This is an optimization exercise on Yosys and OpenROAD, whose aim is small area, a short achievable clock period and few clock cycles, not a production implementation.
At most, simulation tests tie the RTL to the original design; equivalence was not proved.
Function not checked in run 2: the RTL went through the layout flow alone.
Power figures rest on the tool's default switching activity, not on a simulated workload.

### design.v
`timescale 1ns / 1ps
module processor_16b(
input clk, rst,
input [15:0] din,
output [15:0] dataout, address,
output [7:0] status,
output mem_wr
    );
    reg        exe;             
    reg        dv;              
    reg        rst_q;           
    reg [15:0] pc;              
    reg [15:0] ir;
    reg        fN, fZ, fC;
    reg [15:0] rem, quo;        
    reg [3:0]  cnt;             
    reg        d_ua;            
    reg        d_ld;            
    reg        d_jmp, d_beq, d_bne;
    reg        d_wr;            
    reg        d_cal;           
    reg        d_ill;           
    function legal_f;
        input [15:0] w;
        legal_f = (w[15:12] == 4'b0100) && (w[11:7] <= 5'd17);
    endfunction
    wire [2:0] wa = ir[8:6];
    wire [2:0] fa = ir[5:3];
    wire [2:0] sa = ir[2:0];
    wire [4:0] k  = ir[11:7];
    wire legal = legal_f(ir);
    wire op_add = legal && k == 5'd0;
    wire op_sub = legal && k == 5'd1;
    wire op_mul = legal && k == 5'd2;
    wire op_div = legal && k == 5'd4;
    wire op_inc = legal && k == 5'd5;
    wire op_dec = legal && k == 5'd6;
    wire op_and = legal && k == 5'd7;
    wire op_or  = legal && k == 5'd8;
    wire op_xor = legal && k == 5'd9;
    wire op_not = legal && k == 5'd10;
    wire op_ld  = legal && k == 5'd11;
    wire op_st  = legal && k == 5'd12;
    wire op_cal = legal && k == 5'd16;
    wire op_ret = legal && k == 5'd17;
    wire op_br  = legal && (k == 5'd13 || k == 5'd14 || k == 5'd15);
    wire [15:0] rf [0:7];
    wire [15:0] a = rf[fa];
    wire [15:0] b = rf[sa];
    wire        subm = op_sub || op_div;
    wire [15:0] yb   = op_inc ? 16'h0000 : op_dec ? 16'hFFFF : subm ? ~b : b;
    wire [16:0] sum  = {1'b0, a} + {1'b0, yb} + {16'd0, subm || op_inc};
    wire        cry  = sum[16] ^ subm;                
    wire [16:0] prod = {1'b0, a} * {1'b0, b};
    function [4:0] blen;
        input [15:0] x;
        integer i;
        begin
            blen = 5'd0;
            for (i = 0; i < 16; i = i + 1)
                if (x[i]) blen = i + 1;
        end
    endfunction
    wire [4:0] la = blen(a);
    wire [4:0] lb = blen(b);
    wire [3:0] d0 = la[3:0] - lb[3:0];
    wire b_zero = (b == 16'd0);
    wire div_one = (la == lb);                        
    wire div_trivial = b_zero || cry || div_one;       
    wire [15:0] bs    = b << cnt;
    wire [16:0] rdiff = {1'b0, rem} - {1'b0, bs};
    wire        qbit  = ~rdiff[16];
    wire [15:0] qnext = {quo[14:0], qbit};
    reg [15:0] res;
    reg        setf;            
    reg        cres;
    always @(*) begin
        res = b; cres = 1'b0; setf = 1'b0;
        if (dv) begin
            res = qnext; setf = 1'b1;
        end else begin
            case (1'b1)
                op_add: begin res = sum[15:0];  cres = cry;  setf = 1'b1; end
                op_sub: begin res = sum[15:0];  cres = cry;  setf = 1'b1; end
                op_mul: begin res = prod[15:0]; cres = prod[16]; setf = 1'b1; end
                op_div: begin res = b_zero ? 16'hFFFF : cry ? 16'h0000 : 16'h0001; setf = 1'b1; end
                op_inc: res = sum[15:0];
                op_dec: res = sum[15:0];
                op_and: res = a & b;
                op_or:  res = a | b;
                op_xor: res = a ^ b;
                op_not: res = ~a;
                default: res = b;
            endcase
        end
    end
    wire taken   = d_jmp || (d_beq && fZ) || (d_bne && !fZ);
    wire div_go  = op_div && !div_trivial;             
    wire div_end = dv && (cnt == 4'd0);
    wire seq = exe && !dv && legal && !(op_ld || op_st || op_cal || op_ret || div_go);
    wire fetch = !exe || seq || div_end;
    wire to_fetch = exe && (op_ld || op_st || op_cal || op_ret);
    wire wr_reg = exe && !dv && legal && !(op_st || op_cal || op_ret || op_br || div_go) || div_end;
    wire use_r = d_ua || d_ld || taken;
    assign address = use_r ? (d_ua ? a : b) : pc;
    assign dataout = d_cal ? pc : b;
    assign mem_wr  = d_wr;
    assign status  = d_ill ? 8'hF0 : 8'h00;
    wire [15:0] wdata = rst_q ? 16'd0 : d_ld ? din : res;
    genvar g;
    generate for (g = 0; g < 8; g = g + 1) begin : regs
        reg [15:0] r;
        wire en = rst_q || (wr_reg && wa == g);
        always @(posedge clk)
            if (en) r <= wdata;
        assign rf[g] = r;
    end endgenerate
    always @(posedge clk)
        rst_q <= rst;
    always @(posedge clk)
        if (fetch)
            ir <= din;
    wire [4:0] nk = din[11:7];
    wire       nl = legal_f(din);
    always @(posedge clk) begin
        if (rst || (!fetch && to_fetch)) begin
            d_ua <= 1'b0; d_ld <= 1'b0; d_jmp <= 1'b0; d_beq <= 1'b0; d_bne <= 1'b0;
            d_wr <= 1'b0; d_cal <= 1'b0; d_ill <= 1'b0;
        end else if (fetch) begin
            d_ua  <= nl && (nk == 5'd12 || nk == 5'd16 || nk == 5'd17);
            d_ld  <= nl && nk == 5'd11;
            d_jmp <= nl && nk == 5'd13;
            d_beq <= nl && nk == 5'd14;
            d_bne <= nl && nk == 5'd15;
            d_wr  <= nl && (nk == 5'd12 || nk == 5'd16);
            d_cal <= nl && nk == 5'd16;
            d_ill <= !nl;
        end
    end
    always @(posedge clk) begin
        if (div_go && exe && !dv) begin
            rem <= a;
            quo <= 16'd0;
            cnt <= d0;
        end else if (dv) begin
            if (qbit)
                rem <= rdiff[15:0];
            quo <= qnext;
            cnt <= cnt - 4'd1;
        end
    end
    always @(posedge clk) begin
        if (rst_q)
            {fN, fZ, fC} <= 3'b000;
        else if (wr_reg && setf)
            {fN, fZ, fC} <= {res[15], res == 16'd0, cres};
    end
    always @(posedge clk) begin
        if (rst) begin
            exe <= 1'b0;
            dv  <= 1'b0;
            pc  <= 16'd0;
        end else begin
            if (fetch) begin
                pc  <= address + 16'd1;
                exe <= 1'b1;
            end else if (to_fetch) begin
                exe <= 1'b0;
                if (op_cal)
                    pc <= b;
                if (op_ret)
                    pc <= din;
            end
            if (div_go && exe && !dv)
                dv <= 1'b1;
            else if (div_end)
                dv <= 1'b0;
        end
    end
endmodule
### config.mk
export PLATFORM = sky130hd
export DESIGN_NAME = processor_16b
export DESIGN_NICKNAME = processor_16b
export VERILOG_FILES = /design/flow/design.v
export SDC_FILE = /design/flow/constraint.sdc
export NUM_CORES = 4
export LEC_CHECK = 0
export CAP_MARGIN = 20
export CORE_MARGIN = 2
export CORE_UTILIZATION = 40
export SLEW_MARGIN = 20
### constraint.sdc
create_clock -name core_clock -period 50.0 [get_ports {clk}]
set_input_delay 10.0000 -clock core_clock [delete_from_list [all_inputs] [get_ports {clk}]]
set_output_delay 10.0000 -clock core_clock [all_outputs]
set_load 0.01 [all_outputs]
### run.sh
#!/bin/bash
# synth_recipe.tcl (not shown) runs the flow's synth.tcl, then flattens the netlist and writes it again
# the make line also repeats each setting of config.mk as NAME=value (left out here)
make -C /OpenROAD-flow-scripts/flow DESIGN_CONFIG=/design/flow/config.mk WORK_HOME=/design/flow/orfs CLKGATE_MAP_FILE= SYNTH_SCRIPT=/design/flow/synth_recipe.tcl finish
==> impl_metrics.ini, run 1 <==
[routing]
met2WireLength_mm = 33.7
routedWlPerCell_um = 26.1
dr.pass1.iters = 6
met3_length_mm = 7.06
met1_length_mm = 31.9
vias = 17700
routed_wl_mm = 75.6
post_drt_via_cell_ratio = 6.14
top_layer_used = met4
route.detailed.drc = 0
drt_first_iter_violations = 2085
ant_nets = 0

[timing]
slew_violations = 0
setup-tns-final_ns = 0
skew_ns = 0.0115
worst_pin_slew_ns = 1.14
hold_violations = 0
finalSetupViolCount = 0
fin_crit_ns = 14.69
rsz0062_at_grt = no
fin_ws_ns = 35.31
max-slew-margin-rel_pct = 22.1
fin_hold_ws_ns = 0.447
fmaxAchievable_ghz = 0.0681
fin_crit_sh_pct = 29.4

[global_routing]
grt_use_total_pct = 29.4
grt_pass1_vias = 17200
antenna_found_initial = 1
grt_first_pass_wirelength_mm = 111
grt-ovfl-total = 0
grt_max_degree = 52

[pwr]
irDropWorstVdd_mv = 0.0854
total_power_mw = 1.12
p_per_area_mw_per_mm2 = 51.7
swShare_pct = 46.6
leakagePower_nw = 8.71
clkPwrFrac_pct = 17.3
seq_power_share_pct = 18.7
internal-power_mw = 0.599
switchingPower_mw = 0.523
pwr-share-comb_pct = 64.0

[layout]
layout_commonest_cell = nand2_1
area_growth_pct = 9.78
antenna_cells = 0
fin_nets = 2429
stdcell_count = 2891
final_cell_mix = nand2_1, nor2_1, inv_1, edfxtp_1, a21oi_1
fin_util_pct = 44.4
fin_area_mm2 = 0.0217
drive_above_1_share_pct = 9.70

[logic_synthesis]
synth_edf_count = 164
synth_area_mm2 = 0.0198
ys_seq_elements = 207
syn_inst = 2211
synth_top_area_share_pct = 24.9
yosysWarnings = 1
yosysUniqueCellTypes = 125
ys_seq_area_share_pct = 29.3
ys.flop_type = edfxtp_1
yosysTopAreaCell = edfxtp_1
avgSynthCellArea_um2 = 8.94
synth_area_leaders = edfxtp_1, fa_1, ha_1
async_reset_ff_share_pct = 0

[worst_setup_path]
required_ns = 40.00
cp_max_fo = 48
setup.worst_path.class = register to primary output
cp-end-kind = primary output
worstPathArrival_ns = 4.69
startpoint_type = register

[run_status]
outcome = no timing/DRC/antenna violations

[clocking]
root_buffer = clkbuf_16
cts_resized = 0
clk_latency_ns = 0.54
cts_setup_buffers = 0
clockBufferDepth = 3
cts_tree = yes
hold_buffers = 0
cts.sinks = 207
h-tree-depth = 1
cts_buffers = 24
clk_pin_slew_ns = 0.06

[floorplan]
start_util_pct = 40.5
die_area_mm2 = 0.0512
num_rows = 81
die_x_um = 226
core_area_mm2 = 0.0488
io_pins = 59
fp.dieH_um = 226

[place]
dp_hpwl_mm = 54.2
placed_area_mm2 = 0.0208
place_congestion = 1.09
placed_cells = 2847
dp_worst_setup_slack_ns = 35.95
portBuffers = 54

[job]
max-cap-violations = 0

[min_path]
hold_class = register to register
cell usage after synthesis, drive strengths merged (14+ instances only):
library cell and n:
nand2 254, nor2 231, inv 186, edfxtp 164, a21oi 134, o21ai 130, ha 118, fa 84
clkbuf 70, mux2i 68, buf 66, a211oi 60, xnor2 56, dfxtp 43, nand3 41, nand2b 31
nor3 29, a221oi 25, nor2b 23, a21o 22, xor2 22, mux2 20, o211ai 19, o22ai 19
or3 18, a31oi 14
critical path, stage by stage, from the launching register on:
cell and delay, ns:
edfxtp_1 0.32, buf_4 0.50, or3_1 0.62, nor2_1 0.11, nor2_2 0.65, clkinv_1 0.71
a211oi_1 0.41, a21oi_1 0.14, inv_1 0.11, clkdlybuf4s50_1 0.54
final timing paths:
kind                        from                       to  slack (ns)  cells past startpoint
max              ir[1]$_DFFE_PN_              address[10]       35.31                      9
max reg2reg      ir[1]$_DFFE_PN_  regs[3].r[15]$_DFFE_PP_       40.42                     26
min          quo[8]$_SDFFE_PP0P_      quo[8]$_SDFFE_PP0P_        0.45                      2
min reg2reg  quo[8]$_SDFFE_PP0P_      quo[8]$_SDFFE_PP0P_        0.45                      2
state kept, by name (all words and copies together), names as in the netlist, 4 cells and up:
register / flops
pc: 16
rem: 16
cnt: 4
regs.r: 128
quo: 15
ir: 16
final cells by class:
type | instances | area (um^2)
multi-input cells | 1674 | 12600
clock inverters | 18 | 234
flip-flops and latches | 207 | 5790
fillers | 4815 | 27100
inverters | 197 | 747
repair buffers | 105 | 923
clock buffers | 26 | 629
well taps | 664 | 831
cells by family after synthesis:
group,count (synthesis),share of synthesized area [%]
simple gates,712,17.0
compound gates,577,20.6
buf+inv,333,7.59
flops,207,29.3
fa+ha+maj,202,16.0
mux,97,5.63
xor+xnor,82,3.95
other cells,1,0.0190
power by group through the flow:
stage / Clock, mW / Sequential [mW] / Combinational (mW)
finish: 0.195 / 0.209 / 0.718
floorplan: 0 / 0.209 / 0.493
global placement: 0 / 0.212 / 0.691
detailed placement: 0 / 0.212 / 0.705
CTS: 0.197 / 0.209 / 0.713
global route: 0.202 / 0.210 / 0.794
routing by layer:
layer	vias to the layer above	GRT usage, %
met5	-	0
met4	0	9.66
met3	172	5.44
met2	945	46.9
met1	8741	40.2
li1	7880	-
Testbench counts, summed over its fixed seeds: cycles 28,282.
==> run 2: changes to the inputs <==
--- a/design.v
+++ b/design.v
@@ -8,11 +8,13 @@
     );
     reg        exe;             
     reg        dv;              
+    reg        mv;              
     reg        rst_q;           
     reg [15:0] pc;              
     reg [15:0] ir;
     reg        fN, fZ, fC;
-    reg [15:0] rem, quo;        
+    reg [16:0] acc;             
+    reg [15:0] quo;             
     reg [3:0]  cnt;             
     reg        d_ua;            
     reg        d_ld;            
@@ -51,7 +53,6 @@
     wire [15:0] yb   = op_inc ? 16'h0000 : op_dec ? 16'hFFFF : subm ? ~b : b;
     wire [16:0] sum  = {1'b0, a} + {1'b0, yb} + {16'd0, subm || op_inc};
     wire        cry  = sum[16] ^ subm;                
-    wire [16:0] prod = {1'b0, a} * {1'b0, b};
     function [4:0] blen;
         input [15:0] x;
         integer i;
@@ -67,8 +68,42 @@
     wire b_zero = (b == 16'd0);
     wire div_one = (la == lb);                        
     wire div_trivial = b_zero || cry || div_one;       
+    wire [15:0] rem   = acc[15:0];
     wire [15:0] bs    = b << cnt;
     wire [16:0] rdiff = {1'b0, rem} - {1'b0, bs};
+    function [2:0] topdig;                            
+        input [15:0] x;
+        begin
+            if (x[15])              topdig = 3'd5;
+            else if (|x[14:12])     topdig = 3'd4;
+            else if (|x[11:9])      topdig = 3'd3;
+            else if (|x[8:6])       topdig = 3'd2;
+            else if (|x[5:3])       topdig = 3'd1;
+            else                    topdig = 3'd0;
+        end
+    endfunction
+    wire [2:0]  ja  = topdig(a);
+    wire [2:0]  jb  = topdig(b);
+    wire        swp = (ja < jb);
+    wire [15:0] mx  = swp ? a : b;
+    wire [15:0] mm  = swp ? b : a;
+    wire [2:0]  mj0 = swp ? ja : jb;                  
+    wire [2:0]  mj  = mv ? cnt[2:0] : mj0;
+    reg  [2:0]  dg;
+    always @(*) begin
+        case (mj)
+            3'd0: dg = mx[2:0];
+            3'd1: dg = mx[5:3];
+            3'd2: dg = mx[8:6];
+            3'd3: dg = mx[11:9];
+            3'd4: dg = mx[14:12];
+            default: dg = {2'b00, mx[15]};
+        endcase
+    end
+    wire [16:0] mbase = mv ? {acc[13:0], 3'b000} : 17'd0;
+    wire [16:0] mres  = mbase + ({17{dg[0]}} & {1'b0, mm}) + ({17{dg[1]}} & {mm, 1'b0})
+                      + ({17{dg[2]}} & {mm[14:0], 2'b00});
+    wire        mlast = (mj == 3'd0);
     wire        qbit  = ~rdiff[16];
     wire [15:0] qnext = {quo[14:0], qbit};
     reg [15:0] res;
@@ -78,11 +113,13 @@
         res = b; cres = 1'b0; setf = 1'b0;
         if (dv) begin
             res = qnext; setf = 1'b1;
+        end else if (mv) begin
+            res = mres[15:0]; cres = mres[16]; setf = 1'b1;
         end else begin
             case (1'b1)
                 op_add: begin res = sum[15:0];  cres = cry;  setf = 1'b1; end
                 op_sub: begin res = sum[15:0];  cres = cry;  setf = 1'b1; end
-                op_mul: begin res = prod[15:0]; cres = prod[16]; setf = 1'b1; end
+                op_mul: begin res = mres[15:0]; cres = mres[16]; setf = 1'b1; end
                 op_div: begin res = b_zero ? 16'hFFFF : cry ? 16'h0000 : 16'h0001; setf = 1'b1; end
                 op_inc: res = sum[15:0];
                 op_dec: res = sum[15:0];
@@ -97,10 +134,13 @@
     wire taken   = d_jmp || (d_beq && fZ) || (d_bne && !fZ);
     wire div_go  = op_div && !div_trivial;             
     wire div_end = dv && (cnt == 4'd0);
-    wire seq = exe && !dv && legal && !(op_ld || op_st || op_cal || op_ret || div_go);
-    wire fetch = !exe || seq || div_end;
+    wire mul_go  = op_mul && !mlast;                   
+    wire mul_end = mv && mlast;
+    wire seq = exe && !dv && !mv && legal && !(op_ld || op_st || op_cal || op_ret || div_go || mul_go);
+    wire fetch = !exe || seq || div_end || mul_end;
     wire to_fetch = exe && (op_ld || op_st || op_cal || op_ret);
-    wire wr_reg = exe && !dv && legal && !(op_st || op_cal || op_ret || op_br || div_go) || div_end;
+    wire wr_reg = exe && !dv && !mv && legal && !(op_st || op_cal || op_ret || op_br || div_go || mul_go) ||
+                  div_end || mul_end;
     wire use_r = d_ua || d_ld || taken;
     assign address = use_r ? (d_ua ? a : b) : pc;
     assign dataout = d_cal ? pc : b;
@@ -138,14 +178,20 @@
         end
     end
     always @(posedge clk) begin
-        if (div_go && exe && !dv) begin
-            rem <= a;
+        if (div_go && exe && !dv && !mv) begin
+            acc <= {1'b0, a};
             quo <= 16'd0;
             cnt <= d0;
+        end else if (mul_go && exe && !dv && !mv) begin
+            acc <= mres;
+            cnt <= {1'b0, mj0 - 3'd1};
         end else if (dv) begin
             if (qbit)
-                rem <= rdiff[15:0];
+                acc[15:0] <= rdiff[15:0];
             quo <= qnext;
+            cnt <= cnt - 4'd1;
+        end else if (mv) begin
+            acc <= mres;
             cnt <= cnt - 4'd1;
         end
     end
@@ -159,6 +205,7 @@
         if (rst) begin
             exe <= 1'b0;
             dv  <= 1'b0;
+            mv  <= 1'b0;
             pc  <= 16'd0;
         end else begin
             if (fetch) begin
@@ -171,10 +218,14 @@
                 if (op_ret)
                     pc <= din;
             end
-            if (div_go && exe && !dv)
+            if (div_go && exe && !dv && !mv)
                 dv <= 1'b1;
             else if (div_end)
                 dv <= 1'b0;
+            if (mul_go && exe && !dv && !mv)
+                mv <= 1'b1;
+            else if (mul_end)
+                mv <= 1'b0;
         end
     end
 endmodule
==> flow/run.sh (new file) <==
#!/bin/bash
# The standard layout, unchanged except that repair_timing is asked to
# leave a setup margin, so that the paths that set the achieved period (bus
# outputs, din inputs, ALU) are sized and buffered for a short period rather
# than only for the 50 ns clock. The SDC, clock period and every other step
# are the standard ones.
set -euo pipefail
bash standard.sh SETUP_SLACK_MARGIN=37 finish > standard.log 2>&1
==> standard.sh (new file) <==
#!/bin/bash
# synth_recipe.tcl (not shown) runs the flow's synth.tcl, then flattens the netlist and writes it again
# the make line also repeats each setting of config.mk as NAME=value (left out here)
make -C /OpenROAD-flow-scripts/flow DESIGN_CONFIG=/design/flow/config.mk WORK_HOME=/design/flow/orfs CLKGATE_MAP_FILE= SYNTH_SCRIPT=/design/flow/synth_recipe.tcl "${@:-finish}"
removed: run.sh
==> run 2 against run 1 <==
Effect of this change:
- sequential share of layout area up 1.3 points
- clock power down 9.7%
- maximum frequency up 13%
- highest routed layer is now met5
- clock skew up 0.024 ns
- largest cell class unchanged
- still clean on timing, DRC and antenna
==> impl_metrics.ini, run 2 <==
[logic_synthesis]
synthAdderAreaFrac_pct = 9.37
synth_edf_count = 164
synth_top_area_share_pct = 27.5
async_reset_ff_share_pct = 0
synth_area_leaders = edfxtp_1, ha_1, a21oi_1
syn_inst = 2085
yosys.area_share.simple_pct = 18.2
synth_top_family_by_area = compound AO/OA/AOI/OAI gates
avgSynthCellArea_um2 = 8.59
synth_area_mm2 = 0.0179
synth_most_common_cell = nor2_1
synth-compound-area-share_pct = 23.1
yosysUniqueCellTypes = 109
synth_mux_area_share_pct = 6.70
synth_commonest_cells = nor2_1, a21oi_1, nand2_1, edfxtp_1, o21ai_0
ys_seq_area_share_pct = 32.4
synthXorXnorAreaFrac_pct = 3.66
yosysTopAreaCell = edfxtp_1
yosysWarnings = 1
ys.flop_type = edfxtp_1
ys_seq_elements = 208

[routing]
post_drt_via_cell_ratio = 6.29
ant_nets = 0
drt_first_iter_violations = 2517
vias = 17300
routed_wl_mm = 73.1
dr.pass1.iters = 6
routedWlPerCell_um = 26.5
route.detailed.drc = 0

[layout]
area_growth_pct = 16.3
layout_commonest_cell = nor2_1
antenna_cells = 0
stdcell_count = 2755
nFillCells = 4250
drive_above_1_share_pct = 14.5
final_cell_mix = nor2_1, a21oi_1, nand2_1, edfxtp_1, o21ai_0
largest_reg_flops = 128
regMostFlops = regs.r
fin_nets = 2280

[place]
place_congestion = 1.01
dp_hpwl_mm = 51.0
portBuffers = 54
placed_cells = 2630

[worst_setup_path]
required_ns = 40.00
worstPathArrival_ns = 3.05
startpoint_type = register
r2r_end = regs[5].r[15]$_DFFE_PP_
worstPathCellList = bufbuf_16 > nand2b_1 > o22ai_1 > o32ai_4 > mux2_2 > a21oi_4 > clkbuf_2
ff2ff_setup_slack_ns = 39.45
ff2ff_path_depth = 39
cp_max_fo = 12
setup.worst_path.class = register to primary output
cp_slowest_cell = o22ai_1
r2r_start = ir[3]$_DFFE_PN_
slowest_delay_ns = 0.51
cp-end-kind = primary output

[clocking]
clk_pin_slew_ns = 0.06
hold_buffers = 0
cts.sinks = 208
root_buffer = clkbuf_16
cts_tree = yes
cts_buffers = 24
clockBufferDepth = 3
h-tree-depth = 1
clk_latency_ns = 0.59

[floorplan]
io_pins = 59
num_rows = 77
die_area_mm2 = 0.0465
die_x_um = 216
fp.dieH_um = 216
start_util_pct = 40.5
core_area_mm2 = 0.0442

[min_path]
worstHoldPathCells = 2
hold_end = quo[8]$_SDFFE_PP0P_
min_from = quo[8]$_SDFFE_PP0P_
hold_class = register to register

[timing]
fin_crit_sh_pct = 26.1
finalSetupViolCount = 0
slew_violations = 0
rsz0062_at_grt = yes
worst_pin_slew_ns = 1.07
fin_crit_ns = 13.05
skew_ns = 0.0351
max-slew-margin-rel_pct = 28.8
hold_violations = 0
setup-tns-final_ns = 0
fmaxAchievable_ghz = 0.0766

[global_routing]
grt_pass1_vias = 16200
grt_first_pass_wirelength_mm = 106
grt_max_degree = 56
grt_use_total_pct = 30.2
antenna_found_initial = 2
grt-ovfl-total = 0

[job]
max-cap-violations = 0

[pwr]
total_power_mw = 0.814
p_per_area_mw_per_mm2 = 39.1
irDropWorstVdd_mv = 0.0296
leakagePower_nw = 8.27

[run_status]
outcome = no timing/DRC/antenna violations
run 2: worst max-delay path: cells and delay by family (launching register included):
family | cells | cell delay, ns
buffers and inverters | 2 | 0.52
muxes | 1 | 0.34
DFF | 1 | 0.50
and+or+nand+nor | 1 | 0.14
AOI/OAI and AO/OA | 3 | 0.97
run 2: logic make-up (layout without fill, tap and decap cells):
| logic type | after synthesis | in the layout |
|---|---|---|
| multiplexers | 108 | 108 |
| XOR/XNOR | 74 | 74 |
| buffers and inverters | 265 | 339 |
| adder cells (fa/ha/maj) | 116 | 116 |
| flip-flops | 208 | 208 |
| AND/OR/NAND/NOR | 688 | 688 |
| AO/OA/AOI/OAI | 625 | 626 |
| other | 1 | 4 |
run 2: cell type report:
cell class / instances / area (um^2) / area share [%]
Tap cell: 592 / 741 / 3.56
Multi-Input combinational cell: 1616 / 11300 / 54.4
Inverter: 123 / 490 / 2.36
Sequential cell: 208 / 5810 / 27.9
Timing Repair Buffer: 173 / 1680 / 8.09
Clock inverter: 12 / 113 / 0.541
Clock buffer: 31 / 647 / 3.11
run 2: worst max path at each step:
stage / from / to / depth (start not counted)
after floorplan: ir[0]$_DFFE_PN_ / address[2] / 11
after global placement: ir[1]$_DFFE_PN_ / address[13] / 11
after detailed placement: ir[1]$_DFFE_PN_ / address[13] / 11
after CTS: ir[3]$_DFFE_PN_ / address[3] / 7
after global routing: ir[3]$_DFFE_PN_ / address[9] / 8
final: ir[3]$_DFFE_PN_ / address[3] / 7
run 2: repair_timing:
item                                   in CTS  in global routing
gates resized for setup                   128                 48
setup endpoints to repair                  32                 22
endpoints found under the hold margin       0                  0
pin swaps                                  16                 11
buffers inserted                           48                 26
cloned                                      6                  2
run 2: metrics by stage:
stage / hold WS, ns / util [%] / setup slack, ns / cell area (um^2)
floorplan: 0.437 / - / 37.69 / 17900
global placement: 0.443 / 42.5 / 36.34 / 18800
detailed placement: 0.450 / 42.5 / 36.23 / 18800
CTS: 0.458 / 46.3 / 36.76 / 20500
global route: 0.481 / 47.1 / 36.92 / 20800
finish: 0.461 / 47.1 / 36.95 / 20800
run 2: where the power goes:
group | switching (mW) | total, mW | internal, mW | leakage (nW)
Clock | 0.0790 | 0.176 | 0.0971 | 0.375
Combinational | 0.274 | 0.420 | 0.146 | 5.89
Sequential | 0.00926 | 0.218 | 0.209 | 2.01
Total | 0.362 | 0.814 | 0.452 | 8.27
run 2: routing by layer:
| metal | wire [um] | up-vias | GRT usage, % | share of wire (%) |
|---|---|---|---|---|
| met2 | 31600 | 1078 | 46.1 | 43 |
| met3 | 8010 | 170 | 6.33 | 11 |
| met5 | 13 | - | 0 | 0.018 |
| met4 | 2930 | 2 | 10.9 | 4.0 |
| li1 | - | 7643 | - | - |
| met1 | 30600 | 8435 | 42.1 | 42 |
==> run 3: changes to the inputs <==
--- a/design.v
+++ b/design.v
@@ -46,9 +46,18 @@
     wire op_cal = legal && k == 5'd16;
     wire op_ret = legal && k == 5'd17;
     wire op_br  = legal && (k == 5'd13 || k == 5'd14 || k == 5'd15);
+    reg  [7:0]  fa_oh, sa_oh;
     wire [15:0] rf [0:7];
-    wire [15:0] a = rf[fa];
-    wire [15:0] b = rf[sa];
+    reg  [15:0] a, b;
+    integer ri;
+    always @(*) begin
+        a = 16'd0;
+        b = 16'd0;
+        for (ri = 0; ri < 8; ri = ri + 1) begin
+            a = a | ({16{fa_oh[ri]}} & rf[ri]);
+            b = b | ({16{sa_oh[ri]}} & rf[ri]);
+        end
+    end
     wire        subm = op_sub || op_div;
     wire [15:0] yb   = op_inc ? 16'h0000 : op_dec ? 16'hFFFF : subm ? ~b : b;
     wire [16:0] sum  = {1'b0, a} + {1'b0, yb} + {16'd0, subm || op_inc};
@@ -141,8 +150,8 @@
     wire to_fetch = exe && (op_ld || op_st || op_cal || op_ret);
     wire wr_reg = exe && !dv && !mv && legal && !(op_st || op_cal || op_ret || op_br || div_go || mul_go) ||
                   div_end || mul_end;
-    wire use_r = d_ua || d_ld || taken;
-    assign address = use_r ? (d_ua ? a : b) : pc;
+    wire use_b = d_ld || taken;
+    assign address = ({16{d_ua}} & a) | ({16{use_b}} & b) | ({16{!(d_ua || use_b)}} & pc);
     assign dataout = d_cal ? pc : b;
     assign mem_wr  = d_wr;
     assign status  = d_ill ? 8'hF0 : 8'h00;
@@ -158,8 +167,11 @@
     always @(posedge clk)
         rst_q <= rst;
     always @(posedge clk)
-        if (fetch)
-            ir <= din;
+        if (fetch) begin
+            ir    <= din;
+            fa_oh <= 8'd1 << din[5:3];
+            sa_oh <= 8'd1 << din[2:0];
+        end
     wire [4:0] nk = din[11:7];
     wire       nl = legal_f(din);
     always @(posedge clk) begin
--- a/flow/run.sh
+++ b/flow/run.sh
@@ -5,4 +5,4 @@
 # than only for the 50 ns clock. The SDC, clock period and every other step
 # are the standard ones.
 set -euo pipefail
-bash standard.sh SETUP_SLACK_MARGIN=37 finish > standard.log 2>&1
+bash standard.sh SETUP_SLACK_MARGIN=39 finish > standard.log 2>&1
==> run 3 against run 2 <==
Effect of this change:
- largest cell class unchanged
- cell count fell by 0.22%
- combinational power rose by 85%
- routed wire length rose by 4.0%
- clock skew fell by 0.0084 ns
- critical path depth did not move
- design area rose by 5.4%
- highest routed layer is now met4
- critical path type unchanged
- clock power rose by 7%
- global-route usage rose by 1.7 points
==> impl_metrics.ini, run 3 <==
[run_status]
outcome = no timing/DRC/antenna violations

[place]
place_congestion = 1.01
portBuffers = 54
dp_hpwl_mm = 50.0

[worst_setup_path]
required_ns = 40.00
cp_max_fo = 5
startpoint_type = register
cp-end-kind = primary output
worstPathArrival_ns = 2.43
setup.worst_path.class = register to primary output

[logic_synthesis]
yosysTopAreaCell = edfxtp_1
synth_most_common_cell = nor2_1
ys_seq_area_share_pct = 34.4
synth_edf_count = 174
synth_area_leaders = edfxtp_1, ha_1, a22oi_1
synth_area_mm2 = 0.0178
yosysUniqueCellTypes = 98
yosysWarnings = 1
ys.flop_type = edfxtp_1
async_reset_ff_share_pct = 0
ys_seq_elements = 218
synth_top_area_share_pct = 29.4
avgSynthCellArea_um2 = 9.05
syn_inst = 1962
synth_commonest_cells = nor2_1, edfxtp_1, nand2_1, a21oi_1, a22oi_1

[global_routing]
grt_max_degree = 61
grt-ovfl-total = 0
grt_first_pass_wirelength_mm = 110
grt_use_total_pct = 31.9
grt_pass1_vias = 16600
antenna_found_initial = 1

[timing]
fin_crit_ns = 12.43
worst_pin_slew_ns = 1.20
slew_violations = 0
max-slew-margin-rel_pct = 19.0
fin_crit_sh_pct = 24.9
finalSetupViolCount = 0
fin_hold_ws_ns = 0.470
setup-tns-final_ns = 0
skew_ns = 0.0267
rsz0062_at_grt = yes
fmaxAchievable_ghz = 0.0805
hold_violations = 0

[layout]
drive_above_1_share_pct = 25.2
antenna_cells = 0
area_growth_pct = 23.4
layout_commonest_cell = nor2_1
largest_reg_flops = 128
final_cell_mix = nor2_1, edfxtp_1, nand2_1, buf_4, a21oi_1
top_regs = regs.r (128), acc (16), pc (16)
regMostFlops = regs.r
fin_nets = 2272

[routing]
post_drt_via_cell_ratio = 6.40
vias = 17600
ant_nets = 0
dr.pass1.iters = 6
routedWlPerCell_um = 27.7
routed_wl_mm = 76.0
route.detailed.drc = 0
drt_first_iter_violations = 2464

[pwr]
p_per_area_mw_per_mm2 = 55.6
leakagePower_nw = 8.68
total_power_mw = 1.22
irDropWorstVdd_mv = 0.101

[floorplan]
start_util_pct = 40.4
die_area_mm2 = 0.0461
fp.dieH_um = 215
num_rows = 77
die_x_um = 215
core_area_mm2 = 0.0440
io_pins = 59

[job]
max-cap-violations = 0

[clocking]
h-tree-depth = 1
root_buffer = clkbuf_16
cts_tree = yes
clk_latency_ns = 0.59
clk_pin_slew_ns = 0.07
clockBufferDepth = 3
cts.sinks = 218
cts_buffers = 25

[min_path]
hold_class = register to register
==> run 3: what timing repair did <==
item | in CTS | in global routing
gates cloned | 1 | 1
hold buffers | 0 | 0
endpoints found under the hold margin | 0 | 0
pin swaps | 56 | 32
setup buffers | 179 | 14
gates resized for setup | 317 | 54
setup endpoints to repair | 101 | 75
==> run 3: final timing paths <==
path                          startpoint                  end  slack (ns)  cells after the start
hold reg to reg      quo[5]$_SDFFE_PP0P_  quo[5]$_SDFFE_PP0P_        0.47                      2
setup / recovery  sa_oh[5]$_SDFFCE_PN0N_          dataout[11]       37.57                      7
setup reg to reg  sa_oh[5]$_SDFFCE_PN0N_      fZ$_SDFFE_PP0P_       39.33                     39
hold / removal       quo[5]$_SDFFE_PP0P_  quo[5]$_SDFFE_PP0P_        0.47                      2
==> run 3: power breakdown <==
group / total (mW) / internal (mW) / switching [mW]
combinational: 0.779 / 0.289 / 0.490
clock: 0.188 / 0.102 / 0.0858
sequential: 0.253 / 0.238 / 0.0151
==> run 3: per-layer routing <==
metal | track usage [%] | part of all wire [%] | vias to the layer above
met4 | 18.9 | 7.7 | 0
met3 | 8.29 | 13 | 340
met1 | 42.2 | 39 | 8354
met2 | 47.1 | 41 | 1247
met5 | 0 | 0 | -
li1 | - | - | 7645
==> run 3: cell families (layout without fill, tap and decap cells) <==
| kind of cell | count (synthesis) | in the layout | share of synthesized area (%) |
|---|---|---|---|
| buffers and inverters | 258 | 449 | 7.14 |
| other | 1 | 4 | 0.0211 |
| AO/OA/AOI/OAI | 630 | 630 | 24.1 |
| flip-flops | 218 | 218 | 34.4 |
| AND/OR/NAND/NOR | 591 | 592 | 16.8 |
| adder cells (fa/ha/maj) | 117 | 117 | 9.49 |
| XOR/XNOR | 72 | 72 | 3.55 |
| multiplexers | 75 | 75 | 4.50 |
==> run 3: area by class of cell <==
| cell class | instances | area [um^2] |
|---|---|---|
| fill | 4037 | 22100 |
| timing repair buffer | 293 | 2660 |
| clock buffer | 28 | 658 |
| tap | 592 | 741 |
| inverter | 110 | 489 |
| multi-input combinational | 1490 | 11100 |
| sequential | 218 | 6110 |
| clock inverter | 18 | 160 |
==> run 3: worst max-delay path, stage by stage (launching register included) <==
cell and delay, ns:
edfxtp_1 0.54, buf_6 0.18, buf_6 0.11, a22oi_2 0.20
nand4_4 0.23, buf_6 0.19, mux2_4 0.27, buf_6 0.12
==> run 3: per-stage QoR <==
stage	worst slack [ns]	cell area (um^2)	cells	util, %
after global routing	37.56	21900	2749	49.8
after CTS	37.60	21600	2733	49.1
final	37.57	21900	2749	49.8
after global placement	37.39	18900	2507	43.0
after detailed placement	37.25	18900	2507	43.0
after floorplan	38.36	18300	1965	-
Testbench counts of run 3, summed over its fixed seeds: cycles 29,935.
==> run 4: changes to the inputs <==
--- a/flow/run.sh
+++ b/flow/run.sh
@@ -5,4 +5,4 @@
 # than only for the 50 ns clock. The SDC, clock period and every other step
 # are the standard ones.
 set -euo pipefail
-bash standard.sh SETUP_SLACK_MARGIN=39 finish > standard.log 2>&1
+bash standard.sh SETUP_SLACK_MARGIN=38 finish > standard.log 2>&1
==> run 4 against run 3 <==
Effect of this change:
- sequential cell count did not move
- largest cell class unchanged
- routed wire length rose by 0.24%
- cell count fell by 0.84%
- still clean on timing, DRC and antenna
- global-route usage fell by 0.29 points
==> impl_metrics.ini, run 4 <==
[layout]
drive_above_1_share_pct = 23.0
regMostFlops = regs.r
antenna_cells = 0
fin_nets = 2250
stdcell_count = 2726
largest_reg_flops = 128
final_cell_mix = nor2_1, edfxtp_1, nand2_1, a21oi_1, buf_4
fin_area_mm2 = 0.0217
area_growth_pct = 22.4
top_regs = regs.r (128), acc (16), pc (16)
layout_commonest_cell = nor2_1

[routing]
routed_wl_mm = 76.2
route.detailed.drc = 0
drt_first_iter_violations = 2678
routedWlPerCell_um = 28.0
vias = 17700
dr.pass1.iters = 6
ant_nets = 0
post_drt_via_cell_ratio = 6.51

[timing]
fin_hold_ws_ns = 0.464
rsz0062_at_grt = yes
worst_pin_slew_ns = 1.09
hold_violations = 0
fmaxAchievable_ghz = 0.0804
setup-tns-final_ns = 0
fin_crit_ns = 12.44
skew_ns = 0.0344
max-slew-margin-rel_pct = 27.1
finalSetupViolCount = 0
fin_crit_sh_pct = 24.9
slew_violations = 0

[worst_setup_path]
worstPathCellList = buf_12 > buf_4 > a22oi_1 > nand4_1 > buf_4 > a22oi_2 > o21ai_2 > buf_2
crit_top_cell = buf_4
setup.worst_path.class = register to primary output
cp_max_fo = 13
cp_slowest_cell = edfxtp_1
slowest_delay_ns = 0.47
required_ns = 40.00
worstPathArrival_ns = 2.44
cp-end-kind = primary output
startpoint_type = register

[place]
portBuffers = 54
dp_hpwl_mm = 48.9
placed_area_mm2 = 0.0185
placed_cells = 2501
place_congestion = 1.06

[global_routing]
grt_pass1_vias = 16600
grt-ovfl-total = 0
grt_first_pass_wirelength_mm = 109
grt_max_degree = 61
antenna_found_initial = 1
grt_use_total_pct = 31.6

[clocking]
clockBufferDepth = 3
clk_pin_slew_ns = 0.06
root_buffer = clkbuf_16
clk_latency_ns = 0.60
cts.sinks = 218
cts_buffers = 25
cts_tree = yes
h-tree-depth = 1

[floorplan]
io_pins = 59
fp.dieH_um = 215
die_x_um = 215
core_area_mm2 = 0.0440
die_area_mm2 = 0.0461
start_util_pct = 40.4
num_rows = 77

[pwr]
seq_power_share_pct = 20.6
swShare_pct = 47.9
switchingPower_mw = 0.585
irDropWorstVdd_mv = 0.107
p_per_area_mw_per_mm2 = 56.1
pwr-share-comb_pct = 63.3
leakagePower_nw = 8.53
internal-power_mw = 0.635
clkPwrFrac_pct = 16.1

[logic_synthesis]
synth_top_family_by_area = compound AO/OA/AOI/OAI gates
yosysTopAreaCell = edfxtp_1
synth_area_leaders = edfxtp_1, ha_1, a22oi_1
syn_inst = 1962
ys_seq_elements = 218
yosysUniqueCellTypes = 98
synth_area_mm2 = 0.0178
synthXorXnorAreaFrac_pct = 3.55
synth_mux_area_share_pct = 4.50
synth_most_common_cell = nor2_1
ys.flop_type = edfxtp_1
synth_edf_count = 174
yosys.area_share.simple_pct = 16.8
avgSynthCellArea_um2 = 9.05
synth-compound-area-share_pct = 24.1
synthAdderAreaFrac_pct = 9.49
yosysWarnings = 1
ys_seq_area_share_pct = 34.4
synth_top_area_share_pct = 29.4
synth_commonest_cells = nor2_1, edfxtp_1, nand2_1, a21oi_1, a22oi_1
async_reset_ff_share_pct = 0

[run_status]
outcome = no timing/DRC/antenna violations

[min_path]
hold_class = register to register

[job]
max-cap-violations = 0
==> run 4: power groups by stage <==
stage,combinational [mW],sequential [mW],clock (mW)
3_3_place_gp,0.694,0.256,0
5_1_grt,0.830,0.252,0.204
2_1_floorplan,0.478,0.247,0
4_1_cts,0.749,0.249,0.198
6_report,0.773,0.251,0.196
3_5_place_dp,0.703,0.256,0
==> run 4: cell type report <==
cell class              count  area, um^2
fillers                  4076       22300
multi-input cells        1490       11000
flip-flops and latches    218        6120
repair buffers            271        2550
well taps                 592         741
clock buffers              32         694
inverters                 110         480
clock inverters            13         168
==> run 4: kinds of logic after synthesis <==
logic type | Yosys count
flops | 218
other cells | 1
xor+xnor | 72
fa+ha+maj | 117
mux | 75
compound gates | 630
buf+inv | 258
simple gates | 591
==> run 4: routing by layer <==
metal | up-vias | track usage [%] | wire length (um)
met5 | - | 0 | 11
met4 | 2 | 18.4 | 5800
met3 | 327 | 8.46 | 9220
met2 | 1305 | 47.2 | 31600
met1 | 8535 | 41.2 | 29500
li1 | 7579 | - | -
==> run 4: path summary, 6_finish.rpt <==
| check | from | to | slack (ns) | cells after the start |
|---|---|---|---|---|
| worst max-delay path | fa_oh[1]$_SDFFCE_PP0N_ | address[4] | 37.56 | 8 |
| worst min-delay path | d_wr$_SDFFE_PP0N_ | d_wr$_SDFFE_PP0N_ | 0.46 | 2 |
| worst max register to register | sa_oh[1]$_SDFFCE_PP0N_ | fZ$_SDFFE_PP0P_ | 39.15 | 39 |
| worst min register to register | d_wr$_SDFFE_PP0N_ | d_wr$_SDFFE_PP0N_ | 0.46 | 2 |
==> run 4: through the flow <==
stage | worst slack [ns] | power (mW) | utilization, %
finish | 37.56 | 1.22 | 49.4
global route | 37.52 | 1.29 | 49.4
CTS | 37.64 | 1.20 | 48.6
detailed placement | 37.07 | 0.959 | 42.0
global placement | 37.13 | 0.950 | 42.0
floorplan | 38.19 | 0.725 | -
==> run 4: worst max-delay path, delay by kind of cell, from the launching register on <==
family | cells | cell delay, ns
buf+inv | 4 | 0.70
compound gates | 3 | 0.52
flops | 1 | 0.47
simple gates | 1 | 0.17
==> run 4: timing repair <==
| action | in CTS | in global routing |
|---|---|---|
| hold buffers | 0 | 0 |
| pin swaps | 51 | 27 |
| resized for setup | 349 | 41 |
| cloned | 1 | 0 |
| endpoints found under the setup margin | 32 | 32 |
| buffers inserted | 156 | 22 |
==> run 5: changes to the inputs <==
--- a/design.v
+++ b/design.v
@@ -9,16 +9,15 @@
     reg        exe;             
     reg        dv;              
     reg        mv;              
-    reg        rst_q;           
     reg [15:0] pc;              
     reg [15:0] ir;
+    reg [15:0] opa, opb;        
     reg        fN, fZ, fC;
     reg [16:0] acc;             
     reg [15:0] quo;             
     reg [3:0]  cnt;             
     reg        d_ua;            
-    reg        d_ld;            
-    reg        d_jmp, d_beq, d_bne;
+    reg        d_ub;            
     reg        d_wr;            
     reg        d_cal;           
     reg        d_ill;           
@@ -27,8 +26,6 @@
         legal_f = (w[15:12] == 4'b0100) && (w[11:7] <= 5'd17);
     endfunction
     wire [2:0] wa = ir[8:6];
-    wire [2:0] fa = ir[5:3];
-    wire [2:0] sa = ir[2:0];
     wire [4:0] k  = ir[11:7];
     wire legal = legal_f(ir);
     wire op_add = legal && k == 5'd0;
@@ -46,18 +43,8 @@
     wire op_cal = legal && k == 5'd16;
     wire op_ret = legal && k == 5'd17;
     wire op_br  = legal && (k == 5'd13 || k == 5'd14 || k == 5'd15);
-    reg  [7:0]  fa_oh, sa_oh;
-    wire [15:0] rf [0:7];
-    reg  [15:0] a, b;
-    integer ri;
-    always @(*) begin
-        a = 16'd0;
-        b = 16'd0;
-        for (ri = 0; ri < 8; ri = ri + 1) begin
-            a = a | ({16{fa_oh[ri]}} & rf[ri]);
-            b = b | ({16{sa_oh[ri]}} & rf[ri]);
-        end
-    end
+    wire [15:0] a = opa;
+    wire [15:0] b = opb;
     wire        subm = op_sub || op_div;
     wire [15:0] yb   = op_inc ? 16'h0000 : op_dec ? 16'hFFFF : subm ? ~b : b;
     wire [16:0] sum  = {1'b0, a} + {1'b0, yb} + {16'd0, subm || op_inc};
@@ -80,6 +67,8 @@
     wire [15:0] rem   = acc[15:0];
     wire [15:0] bs    = b << cnt;
     wire [16:0] rdiff = {1'b0, rem} - {1'b0, bs};
+    wire        qbit  = ~rdiff[16];
+    wire [15:0] qnext = {quo[14:0], qbit};
     function [2:0] topdig;                            
         input [15:0] x;
         begin
@@ -113,8 +102,6 @@
     wire [16:0] mres  = mbase + ({17{dg[0]}} & {1'b0, mm}) + ({17{dg[1]}} & {mm, 1'b0})
                       + ({17{dg[2]}} & {mm[14:0], 2'b00});
     wire        mlast = (mj == 3'd0);
-    wire        qbit  = ~rdiff[16];
-    wire [15:0] qnext = {quo[14:0], qbit};
     reg [15:0] res;
     reg        setf;            
     reg        cres;
@@ -140,7 +127,6 @@
             endcase
         end
     end
-    wire taken   = d_jmp || (d_beq && fZ) || (d_bne && !fZ);
     wire div_go  = op_div && !div_trivial;             
     wire div_end = dv && (cnt == 4'd0);
     wire mul_go  = op_mul && !mlast;                   
@@ -150,40 +136,40 @@
     wire to_fetch = exe && (op_ld || op_st || op_cal || op_ret);
     wire wr_reg = exe && !dv && !mv && legal && !(op_st || op_cal || op_ret || op_br || div_go || mul_go) ||
                   div_end || mul_end;
-    wire use_b = d_ld || taken;
-    assign address = ({16{d_ua}} & a) | ({16{use_b}} & b) | ({16{!(d_ua || use_b)}} & pc);
+    wire wr_fwd = wr_reg && !op_ld;
+    assign address = d_ua ? a : d_ub ? b : pc;
     assign dataout = d_cal ? pc : b;
     assign mem_wr  = d_wr;
     assign status  = d_ill ? 8'hF0 : 8'h00;
-    wire [15:0] wdata = rst_q ? 16'd0 : d_ld ? din : res;
+    wire [15:0] wdata = rst ? 16'd0 : op_ld ? din : res;
+    wire [15:0] rf [0:7];
     genvar g;
     generate for (g = 0; g < 8; g = g + 1) begin : regs
         reg [15:0] r;
-        wire en = rst_q || (wr_reg && wa == g);
+        wire en = rst || (wr_reg && wa == g);
         always @(posedge clk)
             if (en) r <= wdata;
         assign rf[g] = r;
     end endgenerate
-    always @(posedge clk)
-        rst_q <= rst;
+    wire [2:0]  nfa = din[5:3];
+    wire [2:0]  nsa = din[2:0];
+    wire [15:0] na  = (wr_fwd && wa == nfa) ? res : rf[nfa];
+    wire [15:0] nb  = (wr_fwd && wa == nsa) ? res : rf[nsa];
+    wire        nz  = (wr_fwd && setf) ? (res == 16'd0) : fZ;
+    wire [4:0]  nk  = din[11:7];
+    wire        nl  = legal_f(din);
     always @(posedge clk)
         if (fetch) begin
-            ir    <= din;
-            fa_oh <= 8'd1 << din[5:3];
-            sa_oh <= 8'd1 << din[2:0];
-        end
-    wire [4:0] nk = din[11:7];
-    wire       nl = legal_f(din);
+            ir  <= din;
+            opa <= na;
+            opb <= nb;
+        end
     always @(posedge clk) begin
         if (rst || (!fetch && to_fetch)) begin
-            d_ua <= 1'b0; d_ld <= 1'b0; d_jmp <= 1'b0; d_beq <= 1'b0; d_bne <= 1'b0;
-            d_wr <= 1'b0; d_cal <= 1'b0; d_ill <= 1'b0;
+            d_ua <= 1'b0; d_ub <= 1'b0; d_wr <= 1'b0; d_cal <= 1'b0; d_ill <= 1'b0;
         end else if (fetch) begin
             d_ua  <= nl && (nk == 5'd12 || nk == 5'd16 || nk == 5'd17);
-            d_ld  <= nl && nk == 5'd11;
-            d_jmp <= nl && nk == 5'd13;
-            d_beq <= nl && nk == 5'd14;
-            d_bne <= nl && nk == 5'd15;
+            d_ub  <= nl && (nk == 5'd11 || nk == 5'd13 || (nk == 5'd14 && nz) || (nk == 5'd15 && !nz));
             d_wr  <= nl && (nk == 5'd12 || nk == 5'd16);
             d_cal <= nl && nk == 5'd16;
             d_ill <= !nl;
@@ -208,7 +194,7 @@
         end
     end
     always @(posedge clk) begin
-        if (rst_q)
+        if (rst)
             {fN, fZ, fC} <= 3'b000;
         else if (wr_reg && setf)
             {fN, fZ, fC} <= {res[15], res == 16'd0, cres};
--- a/flow/run.sh
+++ b/flow/run.sh
@@ -5,4 +5,4 @@
 # than only for the 50 ns clock. The SDC, clock period and every other step
 # are the standard ones.
 set -euo pipefail
-bash standard.sh SETUP_SLACK_MARGIN=38 finish > standard.log 2>&1
+bash standard.sh SETUP_SLACK_MARGIN=38.5 finish > standard.log 2>&1
==> run 5 against run 4 <==
Effect of this change:
- first-iteration DRC count fell by 15%
- global-route usage fell by 1.1 points
- combinational power fell by about 60%
- total power fell by 38%
- register-to-register slack improved by 0.40 ns
- clock-buffer cell count fell by 2
- critical path depth fell by 2
- sequential share of layout area rose by 0.87 points
- synthesized area rose by 8.5%
- cell count rose by 8.7%
==> impl_metrics.ini, run 5 <==
[routing]
drt_first_iter_violations = 2270
dr.pass1.iters = 6
ant_nets = 0
post_drt_via_cell_ratio = 6.33
routedWlPerCell_um = 26.2
vias = 18700
routed_wl_mm = 77.8
route.detailed.drc = 0

[timing]
worst_pin_slew_ns = 1.08
finalSetupViolCount = 0
slew_violations = 0
fin_crit_ns = 11.76
max-slew-margin-rel_pct = 27.3
fin_crit_sh_pct = 23.5
hold_violations = 0
rsz0062_at_grt = yes
setup-tns-final_ns = 0
fmaxAchievable_ghz = 0.0850
skew_ns = 0.0319
fin_hold_ws_ns = 0.458

[logic_synthesis]
synth_area_mm2 = 0.0193
async_reset_ff_share_pct = 0
yosysWarnings = 1
synth_area_leaders = edfxtp_1, ha_1, nand2_1
synth_commonest_cells = nand2_1, nor2_1, edfxtp_1, o21ai_0, a21oi_1
ys_seq_area_share_pct = 33.7
yosysUniqueCellTypes = 101
ys.flop_type = edfxtp_1
syn_inst = 2250
yosysTopAreaCell = edfxtp_1
synth_edf_count = 190
avgSynthCellArea_um2 = 8.57
synth_top_area_share_pct = 29.6
ys_seq_elements = 230
synth_most_common_cell = nand2_1

[clocking]
cts_tree = yes
root_buffer = clkbuf_16
clk_pin_slew_ns = 0.06
clockBufferDepth = 3
clk_latency_ns = 0.60
cts.sinks = 230
cts_buffers = 27
h-tree-depth = 1

[pwr]
internal-power_mw = 0.468
clkPwrFrac_pct = 28.0
seq_power_share_pct = 31.4
leakagePower_nw = 8.83
swShare_pct = 38.3
irDropWorstVdd_mv = 0.0285
switchingPower_mw = 0.291
pwr-share-comb_pct = 40.7
p_per_area_mw_per_mm2 = 33.8

[layout]
final_cell_mix = nand2_1, nor2_1, edfxtp_1, a21oi_1, o21ai_0
antenna_cells = 0
area_growth_pct = 16.6
regMostFlops = regs.r
drive_above_1_share_pct = 17.4
largest_reg_flops = 128
nFillCells = 4609
stdcell_count = 2963
layout_commonest_cell = nand2_1
fin_util_pct = 47.2
fin_nets = 2464

[place]
placed_cells = 2803
place_congestion = 0.976
dp_hpwl_mm = 52.2
portBuffers = 54

[worst_setup_path]
critPathBufInv = 3
worstPathArrival_ns = 1.76
setup.worst_path.class = register to primary output
startpoint_type = register
slowest_delay_ns = 0.37
cp_slowest_cell = dfxtp_4
cp-end-kind = primary output
crit_family = flip-flops
cp_max_fo = 8
worstPathCellList = buf_12 > mux2i_1 > nor2_1 > a21oi_2 > inv_1 > buf_2
required_ns = 40.00

[min_path]
hold_class = register to register

[floorplan]
die_area_mm2 = 0.0500
core_area_mm2 = 0.0476
start_util_pct = 40.5
num_rows = 80
io_pins = 59
fp.dieH_um = 224
die_x_um = 224

[global_routing]
grt-ovfl-total = 0
grt_first_pass_wirelength_mm = 115
antenna_found_initial = 2
grt_pass1_vias = 17700
grt_use_total_pct = 30.5
grt_max_degree = 54

[run_status]
outcome = no timing/DRC/antenna violations

[job]
max-cap-violations = 0
-- run 5: per-layer routing --
| metal | vias to the layer above | wire length (um) | GRT usage, % |
|---|---|---|---|
| met5 | - | 27 | 0 |
| met4 | 4 | 5190 | 17.3 |
| met3 | 271 | 8140 | 7.37 |
| met2 | 1099 | 34200 | 47.0 |
| met1 | 9047 | 30200 | 39.3 |
| li1 | 8326 | - | - |
-- run 5: layout make-up --
type	instances	area, um^2	share of cell area, %
Inverter	135	586	2.60
Timing Repair Buffer	218	1980	8.79
Clock buffer	30	687	3.05
Multi-Input combinational cell	1718	11700	52.1
Sequential cell	230	6520	29.0
Clock inverter	17	231	1.03
Tap cell	615	769	3.42
-- run 5: worst paths after layout --
| path | from | endpoint | slack (ns) | cells past startpoint |
|---|---|---|---|---|
| worst min register to register | fZ$_SDFFE_PP0P_ | fZ$_SDFFE_PP0P_ | 0.46 | 2 |
| worst min-delay path | fZ$_SDFFE_PP0P_ | fZ$_SDFFE_PP0P_ | 0.46 | 2 |
| worst max-delay path | d_ub$_SDFFE_PP0N_ | address[14] | 38.24 | 6 |
| worst max register to register | opb[12]$_DFFE_PN_ | d_ub$_SDFFE_PP0N_ | 39.55 | 32 |
-- run 5: power by group through the flow --
| stage | sequential, mW | clock [mW] | combinational [mW] |
|---|---|---|---|
| after floorplan | 0.238 | 0 | 0.187 |
| after global placement | 0.243 | 0 | 0.276 |
| after detailed placement | 0.243 | 0 | 0.279 |
| after CTS | 0.237 | 0.214 | 0.299 |
| after global routing | 0.239 | 0.221 | 0.332 |
| final | 0.238 | 0.212 | 0.309 |
-- run 5: worst min-delay path: cells and delay by family (launching register included) --
kind,cells,cell delay (ns)
flip-flops,1,0.31
AND/OR/NAND/NOR,1,0.05
AO/OA/AOI/OAI,1,0.05
-- run 5: what timing repair did --
| action | CTS | global route |
|---|---|---|
| hold buffers | 0 | 0 |
| pin swaps | 22 | 15 |
| setup endpoints to repair | 57 | 54 |
| resized for setup | 273 | 35 |
| buffers inserted | 89 | 23 |
-- run 5: cell families (layout without fill, tap and decap cells) --
logic type | count (synthesis) | count (layout) | synth area share, %
AO/OA/AOI/OAI | 662 | 662 | 22.0
flip-flops | 230 | 230 | 33.7
adder cells (fa/ha/maj) | 116 | 116 | 8.69
buffers and inverters | 305 | 400 | 6.64
other | 1 | 4 | 0.0194
XOR/XNOR | 61 | 61 | 2.84
AND/OR/NAND/NOR | 737 | 737 | 17.7
multiplexers | 138 | 138 | 8.36
-- run 5: stage by stage --
| step | power (mW) | setup WS (ns) | area, um^2 |
|---|---|---|---|
| global placement | 0.519 | 37.56 | 20200 |
| floorplan | 0.425 | 38.50 | 19300 |
| finish | 0.759 | 38.24 | 22500 |
| global route | 0.792 | 38.19 | 22500 |
| detailed placement | 0.522 | 37.45 | 20200 |
| CTS | 0.751 | 38.24 | 22200 |
Testbench counts of run 5, summed over its fixed seeds: cycles 29,935.
==> run 6: changes to the inputs <==
--- a/flow/run.sh
+++ b/flow/run.sh
@@ -5,4 +5,4 @@
 # than only for the 50 ns clock. The SDC, clock period and every other step
 # are the standard ones.
 set -euo pipefail
-bash standard.sh SETUP_SLACK_MARGIN=38.5 finish > standard.log 2>&1
+bash standard.sh SETUP_SLACK_MARGIN=38 finish > standard.log 2>&1
==> run 6 against run 5 <==
Effect of this change:
- still clean
- sequential cell count stayed put
- combinational power shrank 5%
- design area decreased by 3.7%
- sequential share of layout area increased by 1.1 points
- sequential power about the same
- maximum frequency decreased by 2.0%
- register-to-register slack got worse by 0.04 ns
- clock power decreased by 9.9%
- via count shrank 3.3%
- worst setup slack worse by 0.24 ns
- clock skew hardly changed
- largest power group unchanged
- highest routed layer is now met4
==> impl_metrics.ini, run 6 <==
[worst_setup_path]
cp_max_fo = 3
cp-end-kind = primary output
required_ns = 40.00
worstPathArrival_ns = 2.00
setup.worst_path.class = register to primary output
startpoint_type = register

[timing]
hold_violations = 0
worst_pin_slew_ns = 1.10
fin_crit_sh_pct = 24.0
finalSetupViolCount = 0
fmaxAchievable_ghz = 0.0833
slew_violations = 0
fin_ws_ns = 38.00
rsz0062_at_grt = yes
skew_ns = 0.0323
fin_crit_ns = 12.00
max-slew-margin-rel_pct = 26.5
setup-tns-final_ns = 0

[layout]
fin_area_mm2 = 0.0217
drive_above_1_share_pct = 11.8
fin_nets = 2393
largest_reg_flops = 128
multi_input_area_mm2 = 0.0116
seqCellArea_mm2 = 0.00652
nFillCells = 4597
antenna_cells = 0
final_cell_mix = nand2_1, nor2_1, edfxtp_1, a21oi_1, o21ai_0
layout_commonest_cell = nand2_1
area_growth_pct = 12.3
regMostFlops = regs.r

[place]
placed_area_mm2 = 0.0202
place_congestion = 0.995
portBuffers = 54
dp_worst_setup_slack_ns = 37.25
dp_hpwl_mm = 51.7

[logic_synthesis]
synth_most_common_cell = nand2_1
ys_seq_area_share_pct = 33.7
yosysTopAreaCell = edfxtp_1
async_reset_ff_share_pct = 0
yosysUniqueCellTypes = 101
syn_inst = 2250
avgSynthCellArea_um2 = 8.57
synth_top_area_share_pct = 29.6
synth_edf_count = 190
synth_commonest_cells = nand2_1, nor2_1, edfxtp_1, o21ai_0, a21oi_1
ys_seq_elements = 230
ys.flop_type = edfxtp_1
synth_area_mm2 = 0.0193
yosysWarnings = 1
synth_area_leaders = edfxtp_1, ha_1, nand2_1

[clocking]
clockBufferDepth = 3
clk_latency_ns = 0.59
root_buffer = clkbuf_16
clk_pin_slew_ns = 0.06
cts.sinks = 230
h-tree-depth = 1
cts_buffers = 26
cts_tree = yes

[floorplan]
num_rows = 80
die_x_um = 224
die_area_mm2 = 0.0500
io_pins = 59
start_util_pct = 40.5
core_area_mm2 = 0.0476
fp.dieH_um = 224

[routing]
routedWlPerCell_um = 25.7
ant_nets = 0
route.detailed.drc = 0
dr.pass1.iters = 6
vias = 18100
routed_wl_mm = 74.4
post_drt_via_cell_ratio = 6.27
drt_first_iter_violations = 2241

[pwr]
p_per_area_mw_per_mm2 = 33.3
leakagePower_nw = 8.44
irDropWorstVdd_mv = 0.0289

[job]
max-cap-violations = 0

[min_path]
hold_class = register to register

[global_routing]
grt_max_degree = 54
grt-ovfl-total = 0
grt_use_total_pct = 29.6
antenna_found_initial = 0
grt_pass1_vias = 17300
grt_first_pass_wirelength_mm = 111

[run_status]
outcome = no timing/DRC/antenna violations
run 6: cell counts after synthesis:
No cell type changed its count.
run 6: logic make-up after synthesis:
kind of cell	Yosys count	share of synthesized area, %
AOI/OAI and AO/OA	662	22.0
xor gates and xnor gates	61	2.84
adders and majority gates	116	8.69
buffers and inverters	305	6.64
DFF	230	33.7
muxes	138	8.36
other	1	0.0194
and+or+nand+nor	737	17.7
run 6: repair_timing:
action,CTS,global route
resized for setup,112,10
buffers inserted,33,8
hold buffers,0,0
pin swaps,0,1
endpoints found under the setup margin,37,13
run 6: through the flow:
step                power, mW  std cells  util, %  hold WS [ns]
floorplan               0.425       2253        -         0.432
global placement        0.517       2804     42.5         0.442
detailed placement      0.520       2804     42.5         0.449
CTS                     0.718       2885     45.2         0.457
global route            0.761       2894     45.5         0.492
finish                  0.722       2894     45.5         0.458
run 6: path summary, 6_finish.rpt:
check	startpoint	to	slack, ns	depth (start not counted)
max	opb[12]$_DFFE_PN_	address[12]	38.00	6
min	fZ$_SDFFE_PP0P_	fZ$_SDFFE_PP0P_	0.46	2
max reg2reg	opb[14]$_DFFE_PN_	d_ub$_SDFFE_PP0N_	39.51	30
min reg2reg	fZ$_SDFFE_PP0P_	fZ$_SDFFE_PP0P_	0.46	2
run 6: metal layers:
metal | routed length, um | track usage [%] | vias up
met2 | 32900 | 46.1 | 956
li1 | - | - | 8173
met4 | 4240 | 14.2 | 0
met1 | 30600 | 39.8 | 8773
met5 | 0 | 0 | -
met3 | 6700 | 5.25 | 233
run 6: area by class of cell:
class	instances	area share, %
well taps	615	3.55
clock buffers	33	3.12
repair buffers	148	6.38
clock inverters	15	0.705
multi-input cells	1718	53.6
inverters	135	2.55
flip-flops and latches	230	30.1
run 6: critical path: stages (launching register included):
cell	delay, ns
edfxtp_1	0.52
buf_4	0.20
mux2i_1	0.13
nor2_1	0.07
a21oi_2	0.13
inv_1	0.08
dlygate4sd2_1	0.29
run 6: report_power, final:
group / switching [mW] / internal, mW
logic: 0.188 / 0.106
registers: 0.00886 / 0.228
clock network: 0.0839 / 0.107
total: 0.280 / 0.442

## afterwards: timing with drivers on the ports
The results above use ideal ports. As a check the final layouts listed here were re-extracted and re-timed, cells and wires unchanged.
Step 1 assumes that a clkbuf_16 drives the clock port and a buf_2 every other input.
Step 2 moves the port delays by t, midway between the first and last clock arrival at a register: inputs arrive t later, outputs are due t later. That takes back most of the time a late clock gives input paths.
Slacks: ideal / step 1 / step 2; pairs: ideal / step 1.
run	t (ns)	setup WS [ns]	worst hold slack (ns)	worst setup path at the end
run 1	0.591	35.310 / 35.252 / 35.843	0.447 / 0.447 / 0.447	register to output
run 2	0.625	36.952 / 36.899 / 37.523	0.461 / 0.461 / 0.461	register to output
run 3	0.635	37.571 / 37.512 / 38.147	0.470 / 0.470 / 0.470	register to output
run 4	0.640	37.560 / 37.504 / 37.508	0.464 / 0.464 / 0.464	input to register
run 5	0.645	38.240 / 38.183 / 38.000	0.458 / 0.458 / 0.458	input to register
run 6	0.627	37.996 / 37.943 / 37.452	0.458 / 0.458 / 0.458	input to register
After both steps setup and hold are still met in every run listed. The setup slack of run 6, which loses most, moves by -0.053 ns with the drivers and by -0.544 ns with both steps.
